Context: an optimization exercise on an open-source flow, tuned for small area, a short achievable clock period and few clock cycles per item. The choices shown serve that exercise and are no tape-out recipe. At most, simulation tests tie the RTL to the original design; equivalence was not proved. Power is estimated from default activity; no workload was simulated.

==> flow/design.v <==
module conv_single(input [8:0] kernel, input [8:0] window, output act_sign);
wire [8:0] m = kernel ~^ window;
wire sa = m[0] ^ m[1] ^ m[2];
wire ca = (m[0] & m[1]) | (m[0] & m[2]) | (m[1] & m[2]);
wire sb = m[3] ^ m[4] ^ m[5];
wire cb = (m[3] & m[4]) | (m[3] & m[5]) | (m[4] & m[5]);
wire e5 = ca & cb & (sa | sb);
wire e4 = (ca & cb) | ((ca | cb) & sa & sb);
wire e3 = (ca & cb) | ((ca | cb) & (sa | sb));
wire e2 = ca | cb | (sa & sb);
wire l1 = m[6] | m[7] | m[8];
wire l2 = (m[6] & m[7]) | (m[6] & m[8]) | (m[7] & m[8]);
wire l3 = m[6] & m[7] & m[8];
assign act_sign = e5 | (e4 & l1) | (e3 & l2) | (e2 & l3);
endmodule
module pipelined_conv(
	input clk,
	input [15:0] input_row,
	input [8:0] weights_in,
	input m12, m16,		 
	output reg [13:0] conv_out);
reg [15:0] R1, R2;
reg [8:0] K;
wire [13:0] sign_acts;
always @(posedge clk) begin
	R1 <= input_row;
	R2 <= R1;
	K <= weights_in;
end
genvar k;
generate
	for (k = 0; k < 14; k = k + 1) begin : g_conv
		conv_single u(.kernel(K),
			.window({input_row[k+2:k], R1[k+2:k], R2[k+2:k]}),
			.act_sign(sign_acts[k]));
	end
endgenerate
always @(posedge clk)
	conv_out <= {sign_acts[13:10] & {4{m16}}, sign_acts[9:8] & {2{m12}}, sign_acts[7:0]};
endmodule
module controller(input reset_b,
		  input clk,
		  input dut_run,
		  input [15:0] input_mdr,
		  output reg busy_out,
		  output reg output_write_en,
		  output reg [11:0] input_mar,
		  output reg [11:0] output_mar,
		  output reg m12, m16
		 );
localparam [1:0] ROW = 2'd0, DIMA = 2'd1, DIMD = 2'd2, DONE = 2'd3;
reg busy;		 
reg [1:0] st;
reg [3:0] c;		 
reg v;			 
wire idle = !busy;
wire is_row = busy && st == ROW;
wire is_dimd = busy && st == DIMD;
wire zero = !(input_mdr[3] | input_mdr[4]);
wire last = c[3] & c[0] & (!m12 | c[1] & (!m16 | c[2]));
wire done = st[1] & (st[0] | zero);
always @(posedge clk or negedge reset_b)
	if (!reset_b) begin
		busy <= 1'b0;
		busy_out <= 1'b0;
		v <= 1'b0;
		output_write_en <= 1'b0;
	end else begin
		v <= is_row && (c[3] | c[2] | c[1]);
		output_write_en <= v;
		busy_out <= busy ? !done : dut_run;
		if (idle)
			busy <= dut_run;
		else if (st == DONE || (st == DIMD && zero))
			busy <= 1'b0;
	end
always @(posedge clk) begin
	if (idle) st <= zero ? DONE : ROW;
	else case (st)
		ROW: if (last) st <= DIMA;
		DIMA: st <= DIMD;
		DIMD: st <= ROW;
		DONE: st <= ROW;
	endcase
	if (idle) input_mar <= {10'd0, dut_run, 1'b0};
	else input_mar <= input_mar + {10'd0, is_row & last, !(is_row & last)};
	if (idle) output_mar <= 12'd0;
	else if (output_write_en) output_mar <= output_mar + 12'd1;
	c <= (is_row | is_dimd) ? c + 4'd1 : 4'd0;
	if (idle | is_dimd) begin
		m16 <= input_mdr[4];
		m12 <= input_mdr[4] | input_mdr[2];
	end
end
endmodule
module top_without_mem(input dut_run, reset_b, clk,
		       output dut_busy,
		       input[15:0] sram_dut_read_data, wmem_dut_read_data,
		       output[15:0] dut_sram_write_data,
		       output[11:0] dut_sram_write_address, dut_sram_read_address,
		       output[11:0] dut_wmem_read_address, output dut_sram_write_enable
			);
wire m12, m16;
wire [13:0] conv_out;
controller u1(.reset_b(reset_b), .clk(clk), .dut_run(dut_run),
		.input_mdr(sram_dut_read_data), .busy_out(dut_busy),
		.output_write_en(dut_sram_write_enable),
		.input_mar(dut_sram_read_address),
		.output_mar(dut_sram_write_address),
		.m12(m12), .m16(m16));
pipelined_conv u2(.clk(clk), .input_row(sram_dut_read_data),
		.weights_in(wmem_dut_read_data[8:0]),
		.m12(m12), .m16(m16), .conv_out(conv_out));
assign dut_wmem_read_address = 12'd1;
assign dut_sram_write_data = {2'b0, conv_out};
endmodule
==> flow/config.mk <==
export PLATFORM = sky130hd
export DESIGN_NAME = top_without_mem
export DESIGN_NICKNAME = top_without_mem
export VERILOG_FILES = /design/flow/design.v
export SDC_FILE = /design/flow/constraint.sdc
export NUM_CORES = 4
export LEC_CHECK = 0
export CAP_MARGIN = 20
export CORE_MARGIN = 2
export CORE_UTILIZATION = 60
export CTS_CLUSTER_DIAMETER = 80
export CTS_CLUSTER_SIZE = 40
export SETUP_SLACK_MARGIN = 4.2
export SLEW_MARGIN = 20
==> flow/constraint.sdc <==
create_clock -name core_clock -period 6.5 [get_ports {clk}]
set_input_delay 1.3000 -clock core_clock [delete_from_list [all_inputs] [get_ports {clk}]]
set_output_delay 1.3000 -clock core_clock [all_outputs]
set_load 0.01 [all_outputs]
standard.sh (not shown) runs the stock make flow with config.mk's settings and CLKGATE_MAP_FILE= SYNTH_SCRIPT=/design/flow/synth_recipe.tcl, a recipe that flattens the netlist after the stock synthesis.
==> flow/flow/run.sh <==
#!/bin/bash
# The standard layout, with two changes: ABC maps the logic with an area-oriented script
# (flow/abc.script, through flow/synth.tcl), and the ports get plain buffers, not delay cells.
set -euo pipefail
W=$(pwd)
export BUFFER_PORTS_ARGS="-buffer_cell sky130_fd_sc_hd__buf_1"
export FLOW_ABC_SCRIPT="$W/flow/abc.script"
bash standard.sh SYNTH_SCRIPT="$W/flow/synth.tcl" finish > standard.log 2>&1
==> flow/flow/abc.script <==
&get -n
&st
&dch
&nf -a
&put
topo
stime -c
==> flow/flow/synth.tcl <==
# synth_recipe.tcl (the standard synthesis script), except that ABC maps the logic with
# flow/abc.script instead of ORFS's abc_speed.script. Registers are mapped before ABC runs,
# so they are the standard synthesis's.
proc synth {args} { yosys synth -nofsm -noshare {*}$args }
proc abc {args} {
  set i [lsearch $args -script]
  if {$i >= 0} { set args [lreplace $args [expr {$i+1}] [expr {$i+1}] $::env(FLOW_ABC_SCRIPT)] }
  yosys abc {*}$args
}
source $::env(SCRIPTS_DIR)/synth.tcl
# left out here: clear keep_hierarchy, flatten, clean up, hide names made inside functions, write 1_2_yosys.v
Testbench counts at the start, summed over its fixed seeds: cycles 42,580, items 33,100.
Next try:
- CORE_UTILIZATION: 60 -> 70
- CTS_CLUSTER_DIAMETER: 80 -> unset
- CTS_CLUSTER_SIZE: 40 -> unset
Outcome:
- sequential share of layout area stays flat
- first-iteration DRC count increases by well over a third
- final cell count is lower slightly
- core utilization rises by 13 points
- worst hold slack improved by 0.011 ns
- routed wire length rises by a few percent
- clock skew barely changes
- worst setup slack degrades by 0.030 ns
- total power rose slightly

========
Setup of exp/ember:
RTL: the design.v shown in full above, as it stands there.
clock: 6.5 ns
lec_check: 0
cap_margin: 20
core_margin: 2
core_utilization: 60
cts_buf_list: sky130_fd_sc_hd__clkbuf_16
setup_slack_margin: 4.25
slew_margin: 20
Scripts as last shown in full above: flow/flow/run.sh, flow/flow/abc.script, flow/flow/synth.tcl
exp/ember: full flow OK, the timing, design-rule and antenna checks passed
Testbench counts of exp/ember, summed over its fixed seeds: cycles 42,580, items 33,100.
[inputs] exp/yarrow vs exp/ember
- a deleted CTS_BUF_LIST that had been sky130_fd_sc_hd__clkbuf_16
- a change of SETUP_SLACK_MARGIN from 4.25 to 4.3
==> run notes <==
exp/ember: full flow OK, the timing, design-rule and antenna checks passed
exp/yarrow | stages: all done | timing, DRC, antenna: all pass
Looking at number of fill cells across exp/yarrow and exp/ember, the one that comes out higher is exp/ember.
Relative to exp/ember, clock transition at the register clock pins on the worst setup and hold paths after CTS increased by 0.03 ns in exp/yarrow.
exp/yarrow ended with more post-route cell area than exp/ember.
Switching portion of total power came out higher on exp/yarrow than on exp/ember.
Row met3 wire length: exp/yarrow higher / exp/ember lower
Worst setup slack after layout delta for exp/yarrow relative to exp/ember: 0.010 ns lower
Maximum frequency of exp/yarrow falls short of that of exp/ember slightly.
Changes in exp/amber relative to exp/yarrow:
- SETUP_SLACK_MARGIN: 4.3 -> 4.2
- PLACE_DENSITY: unset -> 0.9
Findings:
Compared with exp/yarrow, in exp/amber overall fraction of global-route tracks in use shows an increase of 1.8 points, cell-internal power saw an increase.
Between exp/yarrow and exp/amber, net switching power of the design is lower for exp/yarrow, exp/amber comes in above that.
In exp/amber, number of filler instances in the final layout is lower than in exp/yarrow.
On exp/amber: number of non-clock buffers in the layout is 16 lower than what exp/yarrow gave.
In the reports for exp/yarrow and exp/amber, the larger post-synthesis to final-layout area growth belongs to exp/yarrow.
exp/amber against exp/yarrow: worst hold slack across all endpoints rose 0.015 ns, summed area of non-filler cells in the final layout fell 180 sq um.
What exp/maple does differently from exp/amber at the input level:
- a deleted PLACE_DENSITY that had been 0.9
diff --git a/flow/flow/run.sh b/flow/flow/run.sh
--- a/flow/flow/run.sh
+++ b/flow/flow/run.sh
@@ -5,3 +5,3 @@
 W=$(pwd)
-export BUFFER_PORTS_ARGS="-buffer_cell sky130_fd_sc_hd__buf_1"
+export BUFFER_PORTS_ARGS="-buffer_cell sky130_fd_sc_hd__buf_2"
 export FLOW_ABC_SCRIPT="$W/flow/abc.script"
Findings:
exp/maple | stages: all done | timing, DRC, antenna: all pass
exp/amber closes out successfully: all stages finished, all timing, DRC and antenna checks passed.
Re layout overhead on the synthesized area: exp/amber and exp/maple aren't equal, and the higher value belongs to exp/maple.
Diff exp/maple..exp/amber | flip-flop and latch count | negligible
The run showing the smaller total routing usage reported by global routing is exp/maple.
exp/amber has a higher routed length on met3 than exp/maple.
On sequential share of layout area: between exp/amber and exp/maple, it ends up lower for exp/maple.
The maximum clock frequency of exp/maple is higher than that of exp/amber.
Between exp/amber and exp/maple, the flow reports detailed-route via count decreasing by a few percent.
Number of cells traversed by the worst register-to-register path in exp/maple is 1 above exp/amber.
Total power: exp/maple < exp/amber

========
before:
Starts from the design.v that is shown in full above.
Settings: LEC_CHECK=0, CAP_MARGIN=20, CORE_MARGIN=2, CORE_UTILIZATION=60, SETUP_SLACK_MARGIN=4.2, SLEW_MARGIN=20; clock period 6.5 ns.
==> flow/flow/run.sh <==
#!/bin/bash
# The standard layout, with two changes: ABC maps the logic with an area-oriented script
# (flow/abc.script, through flow/synth.tcl), and the ports get plain buffers, not delay cells.
set -euo pipefail
W=$(pwd)
export BUFFER_PORTS_ARGS="-buffer_cell sky130_fd_sc_hd__buf_1"
export FLOW_ABC_SCRIPT="$W/flow/abc.script"
bash standard.sh SYNTH_SCRIPT="$W/flow/synth.tcl" finish > standard.log 2>&1
Scripts as last shown in full above: flow/flow/abc.script, flow/flow/synth.tcl
before: full flow OK, the timing, design-rule and antenna checks passed
Testbench counts of before, summed over its fixed seeds: cycles 42,580, items 33,100.
The inputs of after differ from those of before as listed below.
# before
export LEC_CHECK = 0
export CAP_MARGIN = 20
export CORE_MARGIN = 2
export CORE_UTILIZATION = 60
export SETUP_SLACK_MARGIN = 4.2
export SLEW_MARGIN = 20
create_clock -name core_clock -period 6.5 [get_ports {clk}]
# after
export LEC_CHECK = 0
export CAP_MARGIN = 20
export CORE_MARGIN = 2
export CORE_UTILIZATION = 60
export PLACE_DENSITY = 0.8
export SETUP_SLACK_MARGIN = 4.2
export SLEW_MARGIN = 20
create_clock -name core_clock -period 6.5 [get_ports {clk}]
==> run notes <==
| highest achievable clock rate | before vs after | ≈ equal |
The final reports for after and before show part of the total power dissipated in combinational logic higher in the former.
| global-route usage | lower: before |
Per the comparison of after with before, proportion of cell area occupied by multi-input gates now sits at about the same level; global-route wire length before repair went up by about 2.4%; met1 routed wirelength after detailed routing roughly the same; worst-case hold slack rose 8.0 ps.

========
top_without_mem, a different RTL version from the one above (not shown whole).
Size: ~90 flip-flops, ~89 I/O pins.
==> flow/config.mk <==
export PLATFORM = sky130hd
export DESIGN_NAME = top_without_mem
export DESIGN_NICKNAME = top_without_mem
export VERILOG_FILES = /design/flow/design.v
export SDC_FILE = /design/flow/constraint.sdc
export NUM_CORES = 4
export LEC_CHECK = 0
export CAP_MARGIN = 20
export CORE_MARGIN = 2
export CORE_UTILIZATION = 75
export SETUP_SLACK_MARGIN = 4.2
export SLEW_MARGIN = 20
==> flow/constraint.sdc <==
create_clock -name core_clock -period 6.5 [get_ports {clk}]
set_input_delay 1.3000 -clock core_clock [delete_from_list [all_inputs] [get_ports {clk}]]
set_output_delay 1.3000 -clock core_clock [all_outputs]
set_load 0.01 [all_outputs]
run.sh (not shown) runs the stock make flow with config.mk's settings and CLKGATE_MAP_FILE= SYNTH_SCRIPT=/design/flow/synth_recipe.tcl, a recipe that flattens the netlist after the stock synthesis.
Stock flow here: none of the scripts above is used.
The first run went through all stages and came out clean.
Change:
--- a/flow/config.mk
+++ b/flow/config.mk
@@ -10,2 +10,2 @@
-export CORE_UTILIZATION = 75
-export SETUP_SLACK_MARGIN = 4.2
+export CORE_UTILIZATION = 40
+export SETUP_SLACK_MARGIN = 4.3
After rerunning: The new run ran to the end with no violations; clock-buffer cell count went down by 2; core utilization falls by 36 points; routed wire length is higher by 1.0%; global-route usage drops by 15 points.
Change:
--- a/flow/config.mk
+++ b/flow/config.mk
@@ -10,2 +10,3 @@
-export CORE_UTILIZATION = 40
-export SETUP_SLACK_MARGIN = 4.3
+export CORE_UTILIZATION = 60
+export CTS_BUF_LIST = sky130_fd_sc_hd__clkbuf_8
+export SETUP_SLACK_MARGIN = 4.2
The new run ran to the end with no violations. Worst setup slack stays flat. Routed wire length went down by 11%. Fmax stays flat. Critical path depth is unchanged. Sequential power went up by about 1%. Synthesized area is unchanged.
Change:
--- a/flow/config.mk
+++ b/flow/config.mk
@@ -10,3 +10,2 @@
-export CORE_UTILIZATION = 60
-export CTS_BUF_LIST = sky130_fd_sc_hd__clkbuf_8
-export SETUP_SLACK_MARGIN = 4.2
+export CORE_UTILIZATION = 40
+export SETUP_SLACK_MARGIN = 4.0
Die area grows by well over a third.
First-iteration DRC count shrinks by well over a third.
Maximum frequency shrinks by a few percent.
Area after synthesis is unchanged.
Change:
==> flow/flow/run.sh (new file) <==
#!/bin/bash
# The standard layout, with plain buffers (not delay cells) on the ports.
set -euo pipefail
export BUFFER_PORTS_ARGS="-buffer_cell sky130_fd_sc_hd__buf_2"
bash standard.sh > standard.log 2>&1
==> flow/standard.sh (new file) <==
#!/bin/bash
# synth_recipe.tcl (not shown) runs the flow's synth.tcl, then flattens the netlist and writes it again
# the make line also repeats each setting of config.mk as NAME=value (left out here)
make -C /OpenROAD-flow-scripts/flow DESIGN_CONFIG=/design/flow/config.mk WORK_HOME=/design/flow/orfs CLKGATE_MAP_FILE= SYNTH_SCRIPT=/design/flow/synth_recipe.tcl "${@:-finish}"
--- a/flow/config.mk
+++ b/flow/config.mk
@@ -10,2 +10,2 @@
-export CORE_UTILIZATION = 40
-export SETUP_SLACK_MARGIN = 4.0
+export CORE_UTILIZATION = 60
+export SETUP_SLACK_MARGIN = 4.2
removed: flow/run.sh
Power is lower by roughly a tenth; routed wire length goes down by a few percent; register-to-register slack improved by 0.11 ns; clock-buffer cell count came out higher by 1.
No run of this note included a check of the RTL's function; only the layout flow was run.

========
Setup of red:
top_without_mem, a different RTL version from the one above (not shown whole).
Size: roughly 610 cells after synthesis, roughly 6100 sq um of cells after synthesis.
export LEC_CHECK = 0
export CAP_MARGIN = 20
export CORE_MARGIN = 2
export CORE_UTILIZATION = 40
export SETUP_SLACK_MARGIN = 4.3
export SLEW_MARGIN = 20
create_clock -name core_clock -period 6.5 [get_ports {clk}]
Stock flow here: none of the scripts above is used.
No stage failed in red, and the final checks on the layout all came back clean.
What blue does differently from red at the input level:
--- a/flow/config.mk
+++ b/flow/config.mk
@@ -9,4 +9,4 @@
 export CORE_MARGIN = 2
 export CORE_UTILIZATION = 40
-export SETUP_SLACK_MARGIN = 4.3
+export SETUP_SLACK_MARGIN = 4.0
 export SLEW_MARGIN = 20
[summary]
- Compared blue vs red, and number of cells on the critical path is down in blue.
- In blue, the clock-buffer cell count came out 1 above the value in red.
- [blue vs red] met2 layer wire length in the routed design: lower in blue
- Going from red to blue, wire length on met3 grew by a few percent.
- On post-synthesis share of cell area spent on full adders, half adders and majority gates, red tracks blue almost exactly.
Function was not checked in any run of this note: the RTL went through the layout flow alone.

-- what the ideal ports hide --
No port has a modelled driver above. Below, the same layouts with a new extraction and two added sets of constraints. Step 1 (the two cells are an assumption about what drives the block):
set clk [get_ports {clk}]
set_driving_cell -lib_cell sky130_fd_sc_hd__clkbuf_16 $clk
set_driving_cell -lib_cell sky130_fd_sc_hd__buf_2 [delete_from_list [all_inputs] $clk]
Step 2, shift: input delay + t, output delay - t, t = (earliest + latest rising clock arrival at the registers) / 2. This alone moves slack from input paths to output paths. Three values: ideal, step 1, step 2; two values: the first two.
run | t (ns) | setup WS [ns] | pins driven straight from the clock port
the first run of note 1 | 0.393 | 4.262 / 4.228 / 4.024 | 1
the second run of note 1 | 0.401 | 4.232 / 4.198 / 4.052 | 1
exp/ember | 0.377 | 4.295 / 4.257 / 4.043 | 1
exp/yarrow | 0.396 | 4.284 / 4.250 / 4.023 | 1
exp/amber | 0.393 | 4.249 / 4.215 / 3.993 | 1
exp/maple | 0.381 | 4.268 / 4.239 / 4.145 | 1
before | 0.393 | 4.262 / 4.228 / 4.024 | 1
after | 0.393 | 4.259 / 4.225 / 4.075 | 1
the first run of note 4 | 0.387 | 4.193 / 4.184 / 3.810 | 1
the second run of note 4 | 0.399 | 4.223 / 4.182 / 3.940 | 1
the third run of note 4 | 0.390 | 4.225 / 4.190 / 3.868 | 1
the fourth run of note 4 | 0.397 | 4.086 / 4.097 / 3.703 | 1
the fifth run of note 4 | 0.408 | 4.208 / 4.173 / 3.831 | 1
red | 0.395 | 4.133 / 4.133 / 3.989 | 1
blue | 0.397 | 4.033 / 4.010 / 3.662 | 1
After both steps every run listed still meets setup and hold.
